This design comes from an exercise in tuning for small area, a short achievable clock period and few clock cycles on the open sky130 flow, not from production work. RTL that was checked went through simulation tests only; none was proved equivalent to the original. The clock input has no modelled driver; a real chip could not lean on it and would need a root buffer or a full tree. Power figures rest on the tool's default switching activity, not on a simulated workload.

the previous run:
Design registers, start of the top module:
module registers (
	input				axi_clk,
	input		[11:0]	h2f_axi_awid,
	input		[29:0]	h2f_axi_awaddr,
	input				h2f_axi_awvalid,
	output	reg			h2f_axi_awready,
	input		[31:0]	h2f_axi_wdata,
	input		[3:0]	h2f_axi_wstrb,
	input				h2f_axi_wlast,
	input				h2f_axi_wvalid,
	output	reg			h2f_axi_wready,
	output		[11:0]	h2f_axi_bid,
	output		[1:0]	h2f_axi_bresp,
	output	reg			h2f_axi_bvalid,
	input				h2f_axi_bready,
	input		[11:0]	h2f_axi_arid,
	input		[29:0]	h2f_axi_araddr,
	input		[3:0]	h2f_axi_arlen,
	input				h2f_axi_arvalid,
	output	reg			h2f_axi_arready,
	output		[11:0]	h2f_axi_rid,
	output	reg	[31:0]	h2f_axi_rdata,
	output		[1:0]	h2f_axi_rresp,
	output	reg			h2f_axi_rlast,
	output	reg			h2f_axi_rvalid,
	input				h2f_axi_rready,
	input		[31:0]	reg_fpga_rev,
	input				reg_sw1_4,
	input				reg_sw1_3,
	input				reg_sw1_2,
	input				reg_sw1_1,
	output	reg			reg_jp3_4,
	output	reg			reg_jp3_3,
	output	reg			reg_jp3_2,
	output	reg			reg_jp3_1,
	output	reg			reg_led_8,
	output	reg			reg_led_7,
	output	reg			reg_led_6,
	input				reg_led_5,
	output	reg	[20:1]	reg_jp5,
	output	reg	[6:1]	reg_jp4_rxn,
	output	reg	[6:1]	reg_jp4_rxp,
	output	reg	[6:1]	reg_jp4_txn,
	output	reg	[6:1]	reg_jp4_txp,
	input				axi_rst
);
Size in the first run: roughly 670 cells after synthesis, ~290 I/O pins, ~6400 µm² of cells after synthesis.
==> flow/config.mk <==
export PLATFORM = sky130hd
export DESIGN_NAME = registers
export DESIGN_NICKNAME = registers
export VERILOG_FILES = /design/flow/design.v
export SDC_FILE = /design/flow/constraint.sdc
export NUM_CORES = 4
export LEC_CHECK = 0
export ABC_AREA = 1
export CAP_MARGIN = 20
export CORE_AREA = 10 10 150 150
export CTS_BUF_LIST = sky130_fd_sc_hd__clkbuf_8
export CTS_CLUSTER_SIZE = 40
export DIE_AREA = 0 0 160 160
export PLACE_DENSITY = 0.5
export SETUP_SLACK_MARGIN = 2.0
export SLEW_MARGIN = 20
==> flow/constraint.sdc <==
create_clock -name core_clock -period 4.0 [get_ports {axi_clk}]
set_input_delay 0.8000 -clock core_clock [delete_from_list [all_inputs] [get_ports {axi_clk}]]
set_output_delay 0.8000 -clock core_clock [all_outputs]
set_load 0.01 [all_outputs]
standard.sh (not shown) runs the stock make flow with config.mk's settings and CLKGATE_MAP_FILE= SYNTH_SCRIPT=/design/flow/synth_recipe.tcl, a recipe that flattens the netlist after the stock synthesis.
==> flow/flow/run.sh <==
#!/bin/bash
set -euo pipefail
bash standard.sh 'BUFFER_PORTS_ARGS=-buffer_cell sky130_fd_sc_hd__buf_1' finish > make.log 2>&1
Testbench counts of the previous run, summed over its fixed seeds: cycles 12,061.
Input changes introduced in the current run (baseline for comparison: the previous run):
--- a/flow/design.v
+++ b/flow/design.v
@@ -84,14 +84,13 @@
 	wire rload    = (ar_hs | eng) & out_free;		 
 	wire [3:0] rrem = eng ? aux : h2f_axi_arlen;
 	wire [4:0] rsel = eng ? addr : h2f_axi_araddr[6:2];
 	wire [4:0] ra = h2f_axi_araddr[6:2];
 	wire [3:0] adec = {ra == 5'd3, ra == 5'd2, ra == 5'd1, ra == 5'd0};
 	wire [3:0] sel = eng ? esel : adec;
-	wire [4:0] addr1 = addr + 5'd1;
-	wire [4:0] rnext = eng ? addr1 : ra + 5'd1;
+	wire [4:0] rnext = rsel + 5'd1;
 	wire rfirst   = ar_hs | eng_new;
 	wire eng_n    = rload ? (rrem != 4'd0) : (eng | ar_hs);
 	wire eng_new_n = ~rload & (eng_new | ar_hs);
 	wire rvalid_n = rload | (h2f_axi_rvalid & ~h2f_axi_rready);
 	wire [31:0] w1 = {12'b0, reg_sw1_4, reg_sw1_3, reg_sw1_2, reg_sw1_1, 4'b0,
 	                  reg_jp3_4, reg_jp3_3, reg_jp3_2, reg_jp3_1, 4'b0,
@@ -143,19 +142,19 @@
 		end
 	end
 	always @(posedge axi_clk) begin
 		if (aw_hs)
 			addr <= h2f_axi_awaddr[6:2];
 		else if (w_hs & ~wfirst & wact)
-			addr <= addr1;
+			addr <= addr + 5'd1;
 		else if (rload)
 			addr <= rnext;
 		else if (ar_hs)
 			addr <= h2f_axi_araddr[6:2];
 		if (rload)
-			esel <= {sel[2:0], rsel == 5'd31};
+			esel <= {rnext == 5'd3, rnext == 5'd2, rnext == 5'd1, rnext == 5'd0};
 		else if (ar_hs)
 			esel <= adec;
 		if (lone_w)
 			aux[0] <= h2f_axi_wlast;
 		else if (dir)
 			aux <= rload ? rrem - 4'd1 : rrem;
## What came out
- Across the current run and the previous run, the outcome is the same: a clean finish for every run.
- Delta (the current run minus the previous run): final design utilization went up, area growth from synthesis to final layout went up by 2.3 points, clock share of power up 3.1 points, net switching power now larger.
- Looking at count of distinct cell types in the synthesized netlist across the current run and the previous run, the one that comes out lower is the current run.
- Compared with the previous run, the current run shows a design area that is 2.8% higher.
- Row maximum fanout encountered on the critical timing path: the current run lower / the previous run higher
- sky130_fd_sc_hd__ha_1 as the slowest cell on the critical path was reported by the current run, and sky130_fd_sc_hd__buf_8 by the previous run.
- The current run: ratio of cells with drive above 1 in the final layout higher than the previous run
- The final estimated routing congestion in global placement number comes out higher for the current run vs the previous run.
Testbench counts of the current run, summed over its fixed seeds: cycles 12,061.

* * *

## north
registers, a different RTL version from the one above (not shown whole).
Size in the first run: roughly 680 cells after synthesis, ~130 flip-flops.
Settings: LEC_CHECK=0, ABC_AREA=1, CAP_MARGIN=20, CORE_AREA=10 10 150 150, CTS_BUF_LIST=sky130_fd_sc_hd__clkbuf_8, CTS_CLUSTER_SIZE=40, DIE_AREA=0 0 160 160, PLACE_DENSITY=0.5, SETUP_SLACK_MARGIN=2.2, SLEW_MARGIN=20, TNS_END_PERCENT=20; clock period 4.0 ns.
==> flow/flow/run.sh <==
#!/bin/bash
set -euo pipefail
bash standard.sh 'BUFFER_PORTS_ARGS=-buffer_cell sky130_fd_sc_hd__buf_1' \
  "PRE_CTS_TCL=$PWD/flow/manual_tree.tcl" \
  finish > make.log 2>&1
Other scripts of this flow, unchanged in this note and not shown: flow/flow/manual_tree.tcl
north completed end to end with timing, DRC and antenna clean.
Input-level comparison between south and north:
-- flow/design.v --
<<< north, line 97
	wire [31:0] w2 = {12'b0, reg_jp5};
	wire [31:0] w3 = {2'b0, reg_jp4_rxn, 2'b0, reg_jp4_rxp, 2'b0, reg_jp4_txn, 2'b0, reg_jp4_txp};
	wire stall = h2f_axi_rvalid & ~h2f_axi_rready;
	wire [3:0] rs = sel & {4{dir & ~stall}};
	wire rs_w = ~dir & h2f_axi_wready;
	wire rs_h = dir ? stall : ~h2f_axi_wready;
	wire [31:0] rdata_n = ({32{rs[0]}} & reg_fpga_rev) | ({32{rs[1]}} & w1) |
	                      ({32{rs[2]}} & w2) | ({32{rs[3]}} & w3) |
	                      ({32{rs_w}} & wcap) | ({32{rs_h}} & h2f_axi_rdata);
	wire ohold = (h2f_axi_bvalid & ~h2f_axi_bready) | stall | (eng & ~eng_new);
	wire xuse  = wact | bpend | eng_new;
	wire wbusy_n = wact_n | wbuf_n | bpend_n | bvalid_n | wapply_n;
	wire rbusy_n = rvalid_n | eng_n;
>>> south, line 97
	wire [31:0] w2 = {12'b0, reg_jp5};
	wire [31:0] w3 = {2'b0, reg_jp4_rxn, 2'b0, reg_jp4_rxp, 2'b0, reg_jp4_txn, 2'b0, reg_jp4_txp};
	wire [3:0] rs = sel & {4{rload}};
	wire rs_w = ~rload & w_hs;
	wire rs_h = ~rload & ~w_hs;
	wire [31:0] rdata_n = ({32{rs[0]}} & reg_fpga_rev) | ({32{rs[1]}} & w1) |
	                      ({32{rs[2]}} & w2) | ({32{rs[3]}} & w3) |
	                      ({32{rs_w}} & wcap) | ({32{rs_h}} & h2f_axi_rdata);
	wire wbusy_n = wact_n | wbuf_n | bpend_n | bvalid_n | wapply_n;
	wire rbusy_n = rvalid_n | eng_n;
<<< north, line 149
	end
	always @(posedge axi_clk) begin
		if (dir) begin
			if (~eng)
				addr <= ra;
			else if (out_free & ~eng_new)
				addr <= addr1;
		end else begin
			if (~wact)
				addr <= h2f_axi_awaddr[6:2];
			else if (w_hs & ~wfirst)
				addr <= addr1;
		end
		if (eng) begin
			if (out_free)
				esel <= {esel[2:0], eng_new ? addr == 5'd31 : addr == 5'd30};
		end else
			esel <= out_free ? {adec[2:0], ra == 5'd31} : adec;
		if (dir)
			aux <= out_free ? rrem - 4'd1 : rrem;
		else if (~wbuf)
			aux[0] <= h2f_axi_wlast;
		if (~xuse)
			xid <= id_in;
		if (~ohold)
			oid <= hs_id ? id_in : xid;
		h2f_axi_rdata <= rdata_n;
		if (~stall)
			h2f_axi_rlast <= (rrem == 4'd0);
	end
>>> south, line 146
	end
	always @(posedge axi_clk) begin
		if (aw_hs)
			addr <= h2f_axi_awaddr[6:2];
		else if (w_hs & ~wfirst & wact)
			addr <= addr1;
		else if (ar_hs)
			addr <= ra;
		else if (rload & ~eng_new)
			addr <= addr1;
		if (ar_hs)
			esel <= out_free ? {adec[2:0], ra == 5'd31} : adec;
		else if (rload)
			esel <= {esel[2:0], eng_new ? addr == 5'd31 : addr == 5'd30};
		if (lone_w)
			aux[0] <= h2f_axi_wlast;
		else if (dir)
			aux <= rload ? rrem - 4'd1 : rrem;
		if (hs_id)
			xid <= id_in;
		if ((bgen | bpend) & ob_free | rload & rfirst)
			oid <= hs_id ? id_in : xid;
		h2f_axi_rdata <= rdata_n;
		if (rload)
			h2f_axi_rlast <= (rrem == 4'd0);
	end
## What came out
south finished all stages; the layout is clean. In south, the fraction of the yosys area taken by sequential cells came out 0.57 points above the value in north. The register cell area after layout reported for south is smaller than that of north by 3.4%. On share of the cycle needed by the critical path after routing: between south and north, it ends up lower for north. Final setup violation count: south vs north identical. Going from north to south, the arrival time at the worst endpoint was found to have gone up by 0.83 ns. south: via count about 0.9% below north.
Testbench counts of south, summed over its fixed seeds: cycles 12,061.
Function not checked in north: the RTL went through the layout flow alone. In every run of this note, the design's own scripts or RTL, not TritonCTS, make the clock network.

* * *

Another version of the RTL of registers (not shown whole).
For scale: about 800 cells after synthesis, roughly 130 flip-flops.
==> flow/design.v (excerpt) <==
module registers (
	input				axi_clk,
	input		[11:0]	h2f_axi_awid,
	input		[29:0]	h2f_axi_awaddr,
	input				h2f_axi_awvalid,
	output	reg			h2f_axi_awready,
	input		[31:0]	h2f_axi_wdata,
	input		[3:0]	h2f_axi_wstrb,
	input				h2f_axi_wlast,
	input				h2f_axi_wvalid,
	output	reg			h2f_axi_wready,
	output		[11:0]	h2f_axi_bid,
	output		[1:0]	h2f_axi_bresp,
	output	reg			h2f_axi_bvalid,
	input				h2f_axi_bready,
	input		[11:0]	h2f_axi_arid,
	input		[29:0]	h2f_axi_araddr,
	input		[3:0]	h2f_axi_arlen,
	input				h2f_axi_arvalid,
	output	reg			h2f_axi_arready,
	output		[11:0]	h2f_axi_rid,
	output	reg	[31:0]	h2f_axi_rdata,
	output		[1:0]	h2f_axi_rresp,
	output	reg			h2f_axi_rlast,
	output	reg			h2f_axi_rvalid,
	input				h2f_axi_rready,
	input		[31:0]	reg_fpga_rev,
	input				reg_sw1_4,
	input				reg_sw1_3,
	input				reg_sw1_2,
	input				reg_sw1_1,
	output	reg			reg_jp3_4,
	output	reg			reg_jp3_3,
	output	reg			reg_jp3_2,
	output	reg			reg_jp3_1,
	output	reg			reg_led_8,
	output	reg			reg_led_7,
	output	reg			reg_led_6,
	input				reg_led_5,
	output	reg	[20:1]	reg_jp5,
	output	reg	[6:1]	reg_jp4_rxn,
	output	reg	[6:1]	reg_jp4_rxp,
	output	reg	[6:1]	reg_jp4_txn,
	output	reg	[6:1]	reg_jp4_txp,
	input				axi_rst
);
clock: 4.0 ns
lec_check: 0
abc_area: 1
cap_margin: 20
core_area: 10 10 150 150
cts_buf_list: sky130_fd_sc_hd__clkbuf_8
cts_cluster_size: 40
die_area: 0 0 160 160
place_density: 0.5
setup_slack_margin: 2.2
slew_margin: 20
tns_end_percent: 20
==> flow/flow/run.sh <==
#!/bin/bash
set -euo pipefail
bash standard.sh 'BUFFER_PORTS_ARGS=-buffer_cell sky130_fd_sc_hd__buf_1' \
  'CTS_ARGS=-sink_clustering_enable -repair_clock_nets -buf_list sky130_fd_sc_hd__clkbuf_8 -sink_clustering_size 40 -dont_use_dummy_load' \
  finish > make.log 2>&1
==> next run, changes <==
--- a/flow/design.v
+++ b/flow/design.v
@@ -166,27 +166,23 @@
 		if ((bgen | bpend) & ob_free | rload & rfirst)
 			oid <= hs_id ? id_in : xid;
 		h2f_axi_rdata <= rdata_n;
 		if (rload)
 			h2f_axi_rlast <= (rrem == 4'd0);
 	end
 	wire wr1 = wapply & (addr == 5'd1);
 	wire wr2 = wapply & (addr == 5'd2);
 	wire wr3 = wapply & (addr == 5'd3);
-	wire [31:0] d = h2f_axi_rdata;
-	wire e1_1 = wr1 & hstb[1], e1_0 = wr1 & hstb[0];
-	wire e2_2 = wr2 & hstb[2], e2_1 = wr2 & hstb[1], e2_0 = wr2 & hstb[0];
-	wire e3_3 = wr3 & hstb[3], e3_2 = wr3 & hstb[2], e3_1 = wr3 & hstb[1], e3_0 = wr3 & hstb[0];
+	wire [31:0] wd1 = h2f_axi_rdata | {32{axi_rst}};		 
+	wire [11:8] wd0 = h2f_axi_rdata[11:8] & {4{~axi_rst}};	 
 	always @(posedge axi_clk) begin
-		{reg_jp3_4, reg_jp3_3, reg_jp3_2, reg_jp3_1} <=
-			(({4{e1_1}} & d[11:8]) | ({4{~e1_1}} & {reg_jp3_4, reg_jp3_3, reg_jp3_2, reg_jp3_1})) & {4{~axi_rst}};
-		{reg_led_8, reg_led_7, reg_led_6} <=
-			({3{e1_0}} & d[3:1]) | ({3{~e1_0}} & {reg_led_8, reg_led_7, reg_led_6}) | {3{axi_rst}};
-		reg_jp5[20:17] <= ({4{e2_2}} & d[19:16]) | ({4{~e2_2}} & reg_jp5[20:17]) | {4{axi_rst}};
-		reg_jp5[16:9]  <= ({8{e2_1}} & d[15:8])  | ({8{~e2_1}} & reg_jp5[16:9])  | {8{axi_rst}};
-		reg_jp5[8:1]   <= ({8{e2_0}} & d[7:0])   | ({8{~e2_0}} & reg_jp5[8:1])   | {8{axi_rst}};
-		reg_jp4_rxn <= ({6{e3_3}} & d[29:24]) | ({6{~e3_3}} & reg_jp4_rxn) | {6{axi_rst}};
-		reg_jp4_rxp <= ({6{e3_2}} & d[21:16]) | ({6{~e3_2}} & reg_jp4_rxp) | {6{axi_rst}};
-		reg_jp4_txn <= ({6{e3_1}} & d[13:8])  | ({6{~e3_1}} & reg_jp4_txn) | {6{axi_rst}};
-		reg_jp4_txp <= ({6{e3_0}} & d[5:0])   | ({6{~e3_0}} & reg_jp4_txp) | {6{axi_rst}};
+		if (wr1 & hstb[1] | axi_rst) {reg_jp3_4, reg_jp3_3, reg_jp3_2, reg_jp3_1} <= wd0[11:8];
+		if (wr1 & hstb[0] | axi_rst) {reg_led_8, reg_led_7, reg_led_6} <= wd1[3:1];
+		if (wr2 & hstb[2] | axi_rst) reg_jp5[20:17] <= wd1[19:16];
+		if (wr2 & hstb[1] | axi_rst) reg_jp5[16:9]  <= wd1[15:8];
+		if (wr2 & hstb[0] | axi_rst) reg_jp5[8:1]   <= wd1[7:0];
+		if (wr3 & hstb[3] | axi_rst) reg_jp4_rxn <= wd1[29:24];
+		if (wr3 & hstb[2] | axi_rst) reg_jp4_rxp <= wd1[21:16];
+		if (wr3 & hstb[1] | axi_rst) reg_jp4_txn <= wd1[13:8];
+		if (wr3 & hstb[0] | axi_rst) reg_jp4_txp <= wd1[5:0];
 	end
 endmodule
Outcome: The new run produced a clean layout. Cell area drops by 2.3%. Synthesized cell count drops by 15%. Die area stays the same. Via count drops by 11%. Sequential share of layout area climbs by 7.5 points.
Testbench counts after the change, summed over its fixed seeds: cycles 12,061.
Function not checked in the first run of this note: the RTL went through the layout flow alone.

re-timing with driven ports:
No port has a modelled driver above. Below, the same layouts with a new extraction and two added sets of constraints. Step 1 (the two cells are an assumption about what drives the block):
set clk [get_ports {axi_clk}]
set_driving_cell -lib_cell sky130_fd_sc_hd__clkbuf_16 $clk
set_driving_cell -lib_cell sky130_fd_sc_hd__buf_2 [delete_from_list [all_inputs] $clk]
Step 2 adds t to the input delays and takes it off the output delays; t is the mean of the earliest and latest rising clock arrival at the registers after step 1. Input paths then give back, and output paths get back, about the clock's delay inside the block. Three values: ideal ports, drivers, drivers and shift; two values: the first two.
run	t, ns	setup slack, ns	worst register clock-pin slew, ns
the previous run	0.476	2.108 / 2.110 / 1.646	0.08 / 0.08
the current run	0.469	2.100 / 2.105 / 1.636	0.09 / 0.09
north	0.361	2.271 / 2.215 / 1.976	0.09 / 0.09
south	0.369	2.232 / 2.185 / 1.891	0.11 / 0.11
the first run of note 3	0.478	2.136 / 2.096 / 1.729	0.09 / 0.09
the second run of note 3	0.459	2.167 / 2.128 / 1.736	0.08 / 0.08
After both steps every run listed still meets setup and hold. The setup slack of the current run, which loses most, moves by +0.005 ns with the drivers and by -0.464 ns with both steps.
